Background: an optimization exercise with open tools, aiming at small area, a short achievable clock period and few clock cycles. Do not read the settings as production practice. Function was checked by simulation only, so behaviour that the tests miss may differ from the original.

### flow/run.sh
#!/bin/bash
# synth_recipe.tcl (not shown) runs the flow's synth.tcl, then flattens the netlist and writes it again
# the make line also repeats each setting of config.mk as NAME=value (left out here)
make -C /OpenROAD-flow-scripts/flow DESIGN_CONFIG=/design/flow/config.mk WORK_HOME=/design/flow/orfs CLKGATE_MAP_FILE= SYNTH_SCRIPT=/design/flow/synth_recipe.tcl finish
### flow/config.mk
export PLATFORM = sky130hd
export DESIGN_NAME = processor_16b
export DESIGN_NICKNAME = processor_16b
export VERILOG_FILES = /design/flow/design.v
export SDC_FILE = /design/flow/constraint.sdc
export NUM_CORES = 4
export LEC_CHECK = 0
export CAP_MARGIN = 20
export CORE_MARGIN = 2
export CORE_UTILIZATION = 40
export SLEW_MARGIN = 20
### flow/constraint.sdc
create_clock -name core_clock -period 50.0 [get_ports {clk}]
set_input_delay 10.0000 -clock core_clock [delete_from_list [all_inputs] [get_ports {clk}]]
set_output_delay 10.0000 -clock core_clock [all_outputs]
set_load 0.01 [all_outputs]
### flow/design.v
`timescale 1ns / 1ps
module decoder_3x8(
input [2:0] in,
input en,
output reg [7:0] out
    );
    always@(en or in)
    begin
        out = 8'b0;
    if (en) begin
        case(in)
            3'b000: out = 8'b00000001;
            3'b001: out = 8'b00000010;
            3'b010: out = 8'b00000100;
            3'b011: out = 8'b00001000;
            3'b100: out = 8'b00010000;
            3'b101: out = 8'b00100000;
            3'b110: out = 8'b01000000;
            3'b111: out = 8'b10000000;
            default: out = 8'b00000000;
        endcase
        end
     end
endmodule
`timescale 1ns / 1ps
module reg_16b(
input clk, rst, load,
input [15:0] in,
output reg [15:0] dataout
    );
always@ (posedge clk)
begin
    if (rst)
        dataout <= 16'b0;
    else
        if(load)
            dataout <= in;
        else
            dataout <= dataout;
end
endmodule
`timescale 1ns / 1ps
module register(
input clk, rst, en, 
input [2:0] write_add, fir_add, sec_add,
input [15:0] write,
output [15:0] fir, sec
    );
wire [7:0] load;
wire [15:0] q [0:7];
decoder_3x8 write_dec(.in(write_add),.en(en),.out(load));
genvar k;
generate for (k = 0; k < 8; k = k + 1) begin : regs
    reg_16b r(.clk(clk), .rst(rst), .load(load[k]), .in(write), .dataout(q[k]));
end endgenerate
assign fir = q[fir_add];
assign sec = q[sec_add];
endmodule
`timescale 1ns / 1ps
module alu(
input [15:0] R, S,
input [3:0] opcode,
output reg [15:0] out,
output reg N, Z, C
    );
    wire [31:0] prod = R * S;
    always@(*) begin
    C = 1'b0;
    case(opcode)
        4'b0000: {C,out} = {1'b0, R} + {1'b0, S};  
        4'b0001: {C,out} = {1'b0, R} - {1'b0, S};  
        4'b0010: {C,out} = {prod[16], prod[15:0]};  
        4'b0011: out = (S == 16'b0) ? 16'hFFFF : R / S;  
        4'b0100: out = R + 16'd1;  
        4'b0101: out = R - 16'd1;  
        4'b0110: out = R & S;  
        4'b0111: out = R | S;  
        4'b1000: out = R ^ S;  
        4'b1001: out = ~R;  
        4'b1010: out = S;  
        4'b1011: out = S;  
        4'b1111: out = S;
        default: out = S;
    endcase
    N = out[15];
		if  (out == 16'b0)
		      Z = 1'b1;
		else
		      Z = 1'b0;
    end
endmodule
`timescale 1ns / 1ps
module idp(
input clk, rst, sel, en,
input [2:0] write_add, fir_add, sec_add,
input [3:0] opcode,
input [15:0] secin,
output [15:0] fir,
output [15:0] aluout,
output N, Z, C
    );
    wire [15:0] sec;
    wire [15:0] secmux;
    register regii(clk, rst, en, write_add, fir_add, sec_add, aluout, fir, sec);
    alu a1(fir, secmux, opcode, aluout, N, Z, C);
    assign secmux = sel ? secin : sec ;
endmodule
`timescale 1ns / 1ps
module instreg(
input clk, rst, load,
input [15:0] in,
output reg [15:0] dataout
    );
always@ (posedge clk)
begin
    if (rst)
        dataout <= 16'b0;
    else
        if(load)
            dataout <= in;
        else
            dataout <= dataout;
end
endmodule
`timescale 1ns / 1ps
module program_counter(
input clk, rst, load, inc,
input [15:0] in,
output reg [15:0] dataout
    );
    always@ (posedge clk)
    begin
        if(rst)
            dataout <= 16'b0;
        else
            if(load)
                dataout <= in;
            else if (inc)
                dataout <= dataout+1;
            else
                dataout <= dataout;
    end
endmodule
`timescale 1ns / 1ps
module executee(
input clk, rst, en, sel, pc_sel, pc_load, pc_inc, ir_load, add_sel, link,
input [15:0] din,
input [2:0] write_add, fir_add, sec_add,
input [3:0] opcode,
output C, N, Z,
output [15:0] dataout, irout, address
    );
wire [15:0] pc_out;
wire [15:0] pc_mux;
wire [15:0] sign_extn; 
wire [15:0] jadd; 
wire [15:0] fir;
wire [15:0] aluout;
instreg i0(clk, rst, ir_load, din, irout);
idp i1(clk, rst, sel, en, write_add, fir_add, sec_add, opcode, din, fir, aluout, N, Z, C);
program_counter p0(clk, rst, pc_load, pc_inc, pc_mux, pc_out);
assign address = (add_sel) ? fir : pc_out;
assign dataout = (link) ? pc_out : aluout;
assign sign_extn = {{8{irout[7]}}, irout[7:0]};
assign jadd = pc_out + sign_extn;
assign pc_mux = (pc_sel) ? aluout : jadd;
endmodule
`timescale 1ns / 1ps
module control_unit(
input clk, rst, N, Z, C,
input [15:0] IR,
output reg [2:0] write_add, fir_add, sec_add,
output reg add_sel, mux_sel, pc_id, pc_inc, pc_sel, ir_id, mem_wr, reg_wr, link,
output reg [3:0] opcode,
output reg [7:0] status
    );
reg [4:0] state;
reg [4:0] ns;
reg ps_N, ps_Z, ps_C; 				
reg ns_N, ns_Z, ns_C;
parameter RESET = 0, FETCH = 1, DECODE = 2, ADD=3, SUB = 4, MUL = 5, MOV = 6, DIV = 7, INC = 8, DEC = 9, AND = 10, OR = 11, XOR = 12, NOT = 13,  LD = 14, ST = 15, JMP = 16, BEQ = 17, BNE = 18, CALL = 19, RET = 20, ILLEGAL = 31;
always@ (posedge clk)
begin
    if(rst)
    state <= RESET;
    else
    state <= ns;
end
always@ (posedge clk)
begin
    if(rst)
    {ps_N, ps_Z, ps_C} <= 3'b0;
    else
    {ps_N, ps_Z, ps_C} <= {ns_N, ns_Z, ns_C};
end
always@ (*)
begin
    link = 1'b0;
    case(state)
        RESET: begin
            write_add = 3'b0; fir_add = 3'b0; sec_add = 3'b0;
            add_sel = 1'b0; mux_sel = 1'b0; pc_id = 1'b0; pc_inc = 1'b0; pc_sel = 1'b0; ir_id = 1'b0; mem_wr = 1'b0; reg_wr = 1'b0;
            opcode = 4'b1111;
            {ns_N, ns_Z, ns_C} = 3'b0;
            status = 8'hFF;
            ns = FETCH; 
        end   
        FETCH: begin
            write_add = 3'b0; fir_add = 3'b0; sec_add = 3'b0;
            add_sel = 1'b0; mux_sel = 1'b0; pc_id = 1'b0; pc_inc = 1'b1; pc_sel = 1'b0; ir_id = 1'b1; mem_wr = 1'b0; reg_wr = 1'b0;
            opcode = 4'b1111;
            {ns_N, ns_Z, ns_C} = {ps_N, ps_Z, ps_C};
            status = 8'h80;
            ns = DECODE; 
        end 
        DECODE: begin
            write_add = 3'b0; fir_add = 3'b0; sec_add = 3'b0;
            add_sel = 1'b0; mux_sel = 1'b0; pc_id = 1'b0; pc_inc = 1'b0; pc_sel = 1'b0; ir_id = 1'b0; mem_wr = 1'b0; reg_wr = 1'b0;
            opcode = 4'b1111;
            {ns_N, ns_Z, ns_C} = {ps_N, ps_Z, ps_C};
            status = 8'hC0;
            case( IR[15:7])
                   8'h80: ns = ADD;
                   8'h81: ns = SUB;
                   8'h82: ns = MUL;
                   8'h83: ns = MOV;
                   8'h84: ns = DIV;
                   8'h85: ns = INC;
                   8'h86: ns = DEC;
                   8'h87: ns = AND;
                   8'h88: ns = OR;
                   8'h89: ns = XOR;
                   8'h8A: ns = NOT;
                   8'h8B: ns = LD;
                   8'h8C: ns = ST;
                   8'h8D: ns = JMP;
                   8'h8E: ns = BEQ;
                   8'h8F: ns = BNE;
                   8'h90: ns = CALL;
                   8'h91: ns = RET;
                   default: ns = ILLEGAL;
            endcase
        end 
        ADD: begin
            write_add = IR[8:6]; fir_add = IR[5:3]; sec_add = IR[2:0];
            add_sel = 1'b0; mux_sel = 1'b0; pc_id = 1'b0; pc_inc = 1'b0; pc_sel = 1'b0; ir_id = 1'b0; mem_wr = 1'b0; reg_wr = 1'b1;
            opcode = 4'b0000;
            {ns_N, ns_Z, ns_C} = {N, Z, C}; 
            status =  {ps_N, ps_Z, ps_C, 5'b00000}; 
            ns = FETCH;
        end
        SUB: begin
            write_add = IR[8:6]; fir_add = IR[5:3]; sec_add = IR[2:0];
            add_sel = 1'b0; mux_sel = 1'b0; pc_id = 1'b0; pc_inc = 1'b0; pc_sel = 1'b0; ir_id = 1'b0; mem_wr = 1'b0; reg_wr = 1'b1;
            opcode = 4'b0001;
            {ns_N, ns_Z, ns_C} = {N, Z, C}; 
            status = 8'hC0;
            ns = FETCH;
        end
        MUL: begin
            write_add = IR[8:6]; fir_add = IR[5:3]; sec_add = IR[2:0];
            add_sel = 1'b0; mux_sel = 1'b0; pc_id = 1'b0; pc_inc = 1'b0; pc_sel = 1'b0; ir_id = 1'b0; mem_wr = 1'b0; reg_wr = 1'b1;
            opcode = 4'b0010;
            {ns_N, ns_Z, ns_C} = {N, Z, C}; 
            status = {ps_N, ps_Z, ps_C, 5'b00010};
            ns = FETCH;
        end
        MOV: begin
            write_add = IR[8:6]; fir_add = IR[5:3]; sec_add = IR[2:0];
            add_sel = 1'b0; mux_sel = 1'b0; pc_id = 1'b0; pc_inc = 1'b0; pc_sel = 1'b0; ir_id = 1'b0; mem_wr = 1'b0; reg_wr = 1'b1;
            opcode = 4'b1111;
            {ns_N, ns_Z, ns_C} = {ps_N, ps_Z, ps_C};
            status = {ps_N, ps_Z, ps_C, 5'b00011}; 
            ns = FETCH;
        end
        DIV: begin
            write_add = IR[8:6]; fir_add = IR[5:3]; sec_add = IR[2:0];
            add_sel = 1'b0; mux_sel = 1'b0; pc_id = 1'b0; pc_inc = 1'b0; pc_sel = 1'b0; ir_id = 1'b0; mem_wr = 1'b0; reg_wr = 1'b1;
            opcode = 4'b0011;
            {ns_N, ns_Z, ns_C} = {N, Z, C}; 
            status = {ps_N, ps_Z, ps_C, 5'b00100}; 
            ns = FETCH;
        end
        INC: begin
            write_add = IR[8:6]; fir_add = IR[5:3]; sec_add = IR[2:0];
            add_sel = 1'b0; mux_sel = 1'b0; pc_id = 1'b0; pc_inc = 1'b0; pc_sel = 1'b0; ir_id = 1'b0; mem_wr = 1'b0; reg_wr = 1'b1;
            opcode = 4'b0100;
            {ns_N, ns_Z, ns_C} = {ps_N, ps_Z, ps_C}; 
            status = {ps_N, ps_Z, ps_C, 5'b00110};
            ns = FETCH;
        end
        DEC: begin
            write_add = IR[8:6]; fir_add = IR[5:3]; sec_add = IR[2:0];
            add_sel = 1'b0; mux_sel = 1'b0; pc_id = 1'b0; pc_inc = 1'b0; pc_sel = 1'b0; ir_id = 1'b0; mem_wr = 1'b0; reg_wr = 1'b1;
            opcode = 4'b0101;
            {ns_N, ns_Z, ns_C} = {ps_N, ps_Z, ps_C}; 
            status = {ps_N, ps_Z, ps_C, 5'b01000};
            ns = FETCH;
        end
        AND: begin
            write_add = IR[8:6]; fir_add = IR[5:3]; sec_add = IR[2:0];
            add_sel = 1'b0; mux_sel = 1'b0; pc_id = 1'b0; pc_inc = 1'b0; pc_sel = 1'b0; ir_id = 1'b0; mem_wr = 1'b0; reg_wr = 1'b1;
            opcode = 4'b0110;
            {ns_N, ns_Z, ns_C} = {ps_N, ps_Z, ps_C}; 
            status = {ps_N, ps_Z, ps_C, 5'b01001};
            ns = FETCH;
        end
        OR: begin
            write_add = IR[8:6]; fir_add = IR[5:3]; sec_add = IR[2:0];
            add_sel = 1'b0; mux_sel = 1'b0; pc_id = 1'b0; pc_inc = 1'b0; pc_sel = 1'b0; ir_id = 1'b0; mem_wr = 1'b0; reg_wr = 1'b1;
            opcode = 4'b0111;
            {ns_N, ns_Z, ns_C} = {ps_N, ps_Z, ps_C};
            status = {ps_N, ps_Z, ps_C, 5'b01010};
            ns = FETCH;
        end
        XOR: begin
            write_add = IR[8:6]; fir_add = IR[5:3]; sec_add = IR[2:0];
            add_sel = 1'b0; mux_sel = 1'b0; pc_id = 1'b0; pc_inc = 1'b0; pc_sel = 1'b0; ir_id = 1'b0; mem_wr = 1'b0; reg_wr = 1'b1;
            opcode = 4'b1000;
            {ns_N, ns_Z, ns_C} = {ps_N, ps_Z, ps_C}; 
            status = {ps_N, ps_Z, ps_C, 5'b01011};
            ns = FETCH;
        end
        NOT: begin
            write_add = IR[8:6]; fir_add = IR[5:3]; sec_add = IR[2:0];
            add_sel = 1'b0; mux_sel = 1'b0; pc_id = 1'b0; pc_inc = 1'b0; pc_sel = 1'b0; ir_id = 1'b0; mem_wr = 1'b0; reg_wr = 1'b1;
            opcode = 4'b1001;
            {ns_N, ns_Z, ns_C} = {ps_N, ps_Z, ps_C};
            status = {ps_N, ps_Z, ps_C, 5'b01100};
            ns = FETCH;
        end
        LD: begin
            write_add = IR[8:6]; fir_add = IR[2:0]; sec_add = 4'b0;
            add_sel = 1'b1; mux_sel = 1'b1; pc_id = 1'b0; pc_inc = 1'b0; pc_sel = 1'b0; ir_id = 1'b0; mem_wr = 1'b0; reg_wr = 1'b1;
            opcode = 4'b1010;
            {ns_N, ns_Z, ns_C} = {ps_N, ps_Z, ps_C}; 
            status = {ps_N, ps_Z, ps_C, 5'b01101};
            ns = FETCH;
        end
        ST: begin
            write_add = 3'b000; fir_add = IR[5:3]; sec_add = IR[2:0];
            add_sel = 1'b1; mux_sel = 1'b0; pc_id = 1'b0; pc_inc = 1'b0; pc_sel = 1'b0; ir_id = 1'b0; mem_wr = 1'b1; reg_wr = 1'b0;
            opcode = 4'b1011;
            {ns_N, ns_Z, ns_C} = {ps_N, ps_Z, ps_C}; 
            status = {ps_N, ps_Z, ps_C, 5'b01110}; 
            ns = FETCH;
        end
        JMP: begin
            write_add = 3'b000; fir_add = 3'b000; sec_add = IR[2:0];
            add_sel = 1'b0; mux_sel = 1'b0; pc_id = 1'b1; pc_inc = 1'b0; pc_sel = 1'b1; ir_id = 1'b0; mem_wr = 1'b0; reg_wr = 1'b0;
            opcode = 4'b1111;
            {ns_N, ns_Z, ns_C} = {ps_N, ps_Z, ps_C}; 
            status = {ps_N, ps_Z, ps_C, 5'b01111};
            ns = FETCH; 
        end
        BEQ: begin
            write_add = 3'b000; fir_add = 3'b000; sec_add = IR[2:0];
            add_sel = 1'b0; mux_sel = 1'b0; pc_id = ps_Z; pc_inc = 1'b0; pc_sel = 1'b1; ir_id = 1'b0; mem_wr = 1'b0; reg_wr = 1'b0;
            opcode = 4'b1111;
            {ns_N, ns_Z, ns_C} = {ps_N, ps_Z, ps_C}; 
            status = {ps_N, ps_Z, ps_C, 5'b10000} ;
            ns = FETCH; 
        end
        BNE: begin
            write_add = 3'b000; fir_add = 3'b000; sec_add = IR[2:0];
            add_sel = 1'b0; mux_sel = 1'b0; pc_id = ~ps_Z; pc_inc = 1'b0; pc_sel = 1'b1; ir_id = 1'b0; mem_wr = 1'b0; reg_wr = 1'b0;
            opcode = 4'b1111;
            {ns_N, ns_Z, ns_C} = {ps_N, ps_Z, ps_C}; 
            status = {ps_N, ps_Z, ps_C, 5'b10001} ;
            ns = FETCH; 
        end
        CALL: begin
            write_add = 3'b000; fir_add = IR[5:3]; sec_add = IR[2:0];
            add_sel = 1'b1; mux_sel = 1'b0; pc_id = 1'b1; pc_inc = 1'b0; pc_sel = 1'b1; ir_id = 1'b0; mem_wr = 1'b1; reg_wr = 1'b0;
            link = 1'b1;
            opcode = 4'b1111;
            {ns_N, ns_Z, ns_C} = {ps_N, ps_Z, ps_C}; 
            status = {ps_N, ps_Z, ps_C, 5'b10010} ;
            ns = FETCH; 
        end
        RET: begin
            write_add = 3'b000; fir_add = IR[5:3]; sec_add = IR[2:0];
            add_sel = 1'b1; mux_sel = 1'b1; pc_id = 1'b1; pc_inc = 1'b0; pc_sel = 1'b1; ir_id = 1'b0; mem_wr = 1'b0; reg_wr = 1'b0;
            opcode = 4'b1111;
            {ns_N, ns_Z, ns_C} = {ps_N, ps_Z, ps_C}; 
            status = {ps_N, ps_Z, ps_C, 5'b10011} ;
            ns = FETCH; 
        end
        default: begin
            write_add = 3'b000; fir_add = 3'b000; sec_add = IR[2:0];
            add_sel = 1'b0; mux_sel = 1'b0; pc_id = 1'b0; pc_inc = 1'b0; pc_sel = 1'b0; ir_id = 1'b0; mem_wr = 1'b0; reg_wr = 1'b0;
            opcode = 4'b1111;
            {ns_N, ns_Z, ns_C} = 3'b000; 
            status = 8'hF0;
            ns = ILLEGAL; 
        end
    endcase
end
endmodule
`timescale 1ns / 1ps
module processor_16b(
input clk, rst, 
input [15:0] din,
output [15:0] dataout, address,
output [7:0] status,
output mem_wr
    );
    wire [15:0] irout;
    wire [2:0] write_add, fir_add, sec_add;
    wire [3:0] opcode;
    wire N, Z, C;
    wire add_sel, sel, pc_load, pc_inc, pc_sel, ir_load, reg_wr, link;
    control_unit u0(clk, rst, N, Z, C, irout ,write_add, fir_add, sec_add, add_sel, sel, pc_load, pc_inc, pc_sel, ir_load, mem_wr, reg_wr, link, opcode,status);
    executee eu0 (clk, rst, reg_wr, sel, pc_sel, pc_load, pc_inc, ir_load, add_sel, link, din,write_add, fir_add, sec_add,opcode,C, N, Z,dataout, irout, address);
endmodule
==> run notes <==
## cell families (layout without fill, tap and decap cells)
group	Yosys count	count (layout)	synth area share
simple gates	1235	1235	0.233
compound gates	881	881	0.246
fa+ha+maj	348	348	0.208
mux	132	132	0.0610
buf+inv	422	504	0.0715
flops	168	168	0.138
xor+xnor	115	115	0.0435
other cells	0	1	0
## state kept, by name, summed over array words and instances (netlist names)
register,cells
u0.ps_Z,1
eu0.i0.dataout,16
u0.state,5
u0.ps_N,1
u0.ps_C,1
eu0.p0.dataout,16
eu0.i1.regii.regs.r.dataout,128
## final cells by class
cell class              count  share of cell area
diodes                      1           0.0000910
repair buffers            244              0.0721
multi-input cells        2711               0.715
flip-flops and latches    168               0.122
clock buffers              17              0.0155
inverters                 228              0.0314
clock inverters            15             0.00769
well taps                 782              0.0356
## Yosys cell counts, types with 12 or more instances
| cell | instances |
|---|---|
| and2_1 | 15 |
| a221oi_1 | 23 |
| xor2_1 | 47 |
| o21a_1 | 52 |
| a22oi_1 | 16 |
| a211oi_1 | 37 |
| ha_1 | 249 |
| mux2_2 | 68 |
| mux2i_1 | 55 |
| nor2b_1 | 33 |
| xnor2_1 | 64 |
| dfxtp_1 | 168 |
| clkbuf_1 | 129 |
| nand2b_1 | 25 |
| nor3_1 | 98 |
| a21o_1 | 36 |
| nand2_1 | 491 |
| or3_1 | 27 |
| and3_1 | 35 |
| a21oi_1 | 265 |
| buf_2 | 37 |
| o211ai_1 | 32 |
| o221ai_1 | 12 |
| nor4_1 | 15 |
| or2_2 | 24 |
| buf_4 | 12 |
| inv_1 | 215 |
| a2111oi_0 | 12 |
| o21ai_0 | 132 |
| nand3b_1 | 20 |
| nand4_1 | 17 |
| o21bai_1 | 15 |
| o31ai_1 | 27 |
| nor2_1 | 320 |
| o22ai_1 | 18 |
| a31oi_1 | 38 |
| fa_1 | 97 |
| nand3_1 | 68 |
## per-layer routing
layer  vias up  GRT usage  share of wire
li1      11900          -              -
met5         -          0              0
met3       309     0.0507          0.086
met1     12200      0.405           0.41
met2      1314      0.494           0.44
met4         0      0.180          0.063
## repair_timing
| item | in CTS | in global routing |
|---|---|---|
| setup buffers | 2 | 17 |
| pin swaps | 2 | 19 |
| resized for setup | 9 | 69 |
| endpoints found under the setup margin | 1 | 2 |
## worst paths after layout
path / from / to / slack [ns] / cells past startpoint
worst max-delay path: din[14] / dataout[0] / 1.59 / 143
worst min-delay path: eu0.i0.dataout[15] / eu0.i0.dataout[15] / 0.46 / 2
worst max register to register: u0.state[1] / u0.ps_Z / 18.33 / 145
worst min register to register: eu0.i0.dataout[15] / eu0.i0.dataout[15] / 0.46 / 2
## through the flow
stage                     hold slack (ns)  std cells  setup WS, ns
final                               0.457       4166          1.59
after global routing                0.468       4165        -0.263
after CTS                           0.458       4148        0.0223
after detailed placement            0.446       4114        -0.752
after global placement              0.442       4114        -0.282
after floorplan                     0.431       3301         0.628
## critical path: cells and delay by family
kind | cells | cell delay (ns)
muxes | 5 | 1.50
buffers and inverters | 15 | 2.68
adders and majority gates | 15 | 4.45
AOI/OAI and AO/OA | 75 | 14.16
and+or+nand+nor | 33 | 5.55
==> impl_metrics.py <==
metrics = {
    "run_status": {
        "outcome": "finished clean",
    },
    "finish": {
        "postLayoutCoreUtil": 0.456,
        "final_nets": 3734,
        "layout_common_cells": "nand2_1, nor2_1, a21oi_1",
        "regArea_um2": 3360,
        "final_common_cell": "nand2_1",
        "syn_to_final_growth_pct": 12.7,
        "multi_input_area_um2": 19700,
        "n_fill_cell": 6122,
        "final_area_um2": 27500,
        "drive_above_1_share": 0.130,
    },
    "logic_synthesis": {
        "yosys_warnings": 7,
        "synth_edf_count": 0,
        "synth-seq-area-share": 0.138,
        "ys_async_sr_fraction": 0,
        "synth_area_per_cell_um2": 7.40,
        "synth.area.top_cells": "dfxtp_1, ha_1, fa_1",
        "syn_nets": 3665,
        "synth_top_cell_area_share": 0.138,
        "synth_ff_type": "dfxtp_1",
        "ys_types": 122,
        "ys_ff_latch": 168,
        "synth_top_cell_by_area": "dfxtp_1",
        "synthCells": 3301,
        "netlist_area_um2": 24400,
    },
    "floorplanning": {
        "io_pins": 59,
        "die_x_um": 251,
        "core-area_um2": 60400,
        "fp.dieH_um": 251,
        "num_rows": 90,
        "fp.dieArea_um2": 63000,
        "start_util": 0.404,
    },
    "timing": {
        "fin_skew_ns": 0.0142,
        "timing.fmax_mhz": 20.7,
        "hold_viol": 0,
        "finalCritPeriodShare": 0.968,
        "slew_viol_final": 0,
        "max_slew_margin": 0.226,
        "layout_min_cycle_time_ns": 48.41,
        "worst_slew_pin_slew_ns": 1.16,
        "setup_tns_ns": 0,
        "setup_viol": 0,
    },
    "placed_design": {
        "dpl-instance-area_um2": 26400,
        "dp_hpwl_um": 73700,
        "io_buffers": 58,
        "gp_congestion": 0.975,
    },
    "routing": {
        "routed-via-count": 25700,
        "dr.pass1.iters": 8,
        "via_per_inst": 6.18,
        "ant_nets": 0,
        "dr.first_iter.drc_count": 2434,
        "wl_per_cell_um": 24.2,
        "post-route-drc-count": 0,
        "drt_wl_total_um": 101000,
    },
    "global_routing": {
        "grt_usage": 0.313,
        "grt_pass1_wl_um": 151000,
        "grt_pass1_vias": 24300,
        "grt_max_degree": 82,
        "grt_antenna_before_repair": 1,
        "grt-ovfl-total": 0,
    },
    "setup_path": {
        "startpoint_type": "input pin",
        "worstSetupPathType": "in -> out",
        "crit_slowest_cell": "a2111oi_1",
        "critPathMaxFanout": 18,
        "cp_data_required_time_ns": 40.00,
        "arrival_ns": 38.41,
        "worst_setup_path_end_kind": "output pin",
        "cpPeakStageDelay_ns": 0.48,
    },
    "job": {
        "drv_cap": 0,
    },
    "clock_network": {
        "cts_tree": "yes",
        "hold_buffers": 0,
        "worstSkewPairLatency_ns": 0.46,
        "htree_levels": 4,
        "clk_pin_slew_worst_paths_ns": 0.08,
        "cts.sinks": 168,
        "clk_path_buf_depth": 2,
        "numCtsBuffers": 17,
        "cts-root-buf": "clkbuf_16",
    },
    "worst_hold_path": {
        "min_path_type": "reg -> reg",
    },
}
Testbench counts, summed over its fixed seeds: cycles 59,404.

## separate check: timing with driven ports
No port has a modelled driver above. Below, the same layout with a new extraction and two added sets of constraints.
Step 1 assumes that a clkbuf_16 drives the clock port and a buf_2 every other input.
Step 2 adds t to the input delays and takes it off the output delays; t is the mean of the earliest and latest rising clock arrival at the registers after step 1. Input paths then give back, and output paths get back, about the clock's delay inside the block.
Three values: ideal ports, drivers, drivers and shift; two values: the first two.
t, ns: 0.504
setup slack, ns: 1.593 / 1.571 / 1.571
hold slack, ns: 0.457 / 0.457 / 0.457
clock arrival spread, ns: 0.015 / 0.014
pins driven straight from the clock port: 1
After both steps setup and hold are still met in this run. For this run, drivers alone change the setup slack by -0.022 ns; drivers and shift together by -0.022 ns.
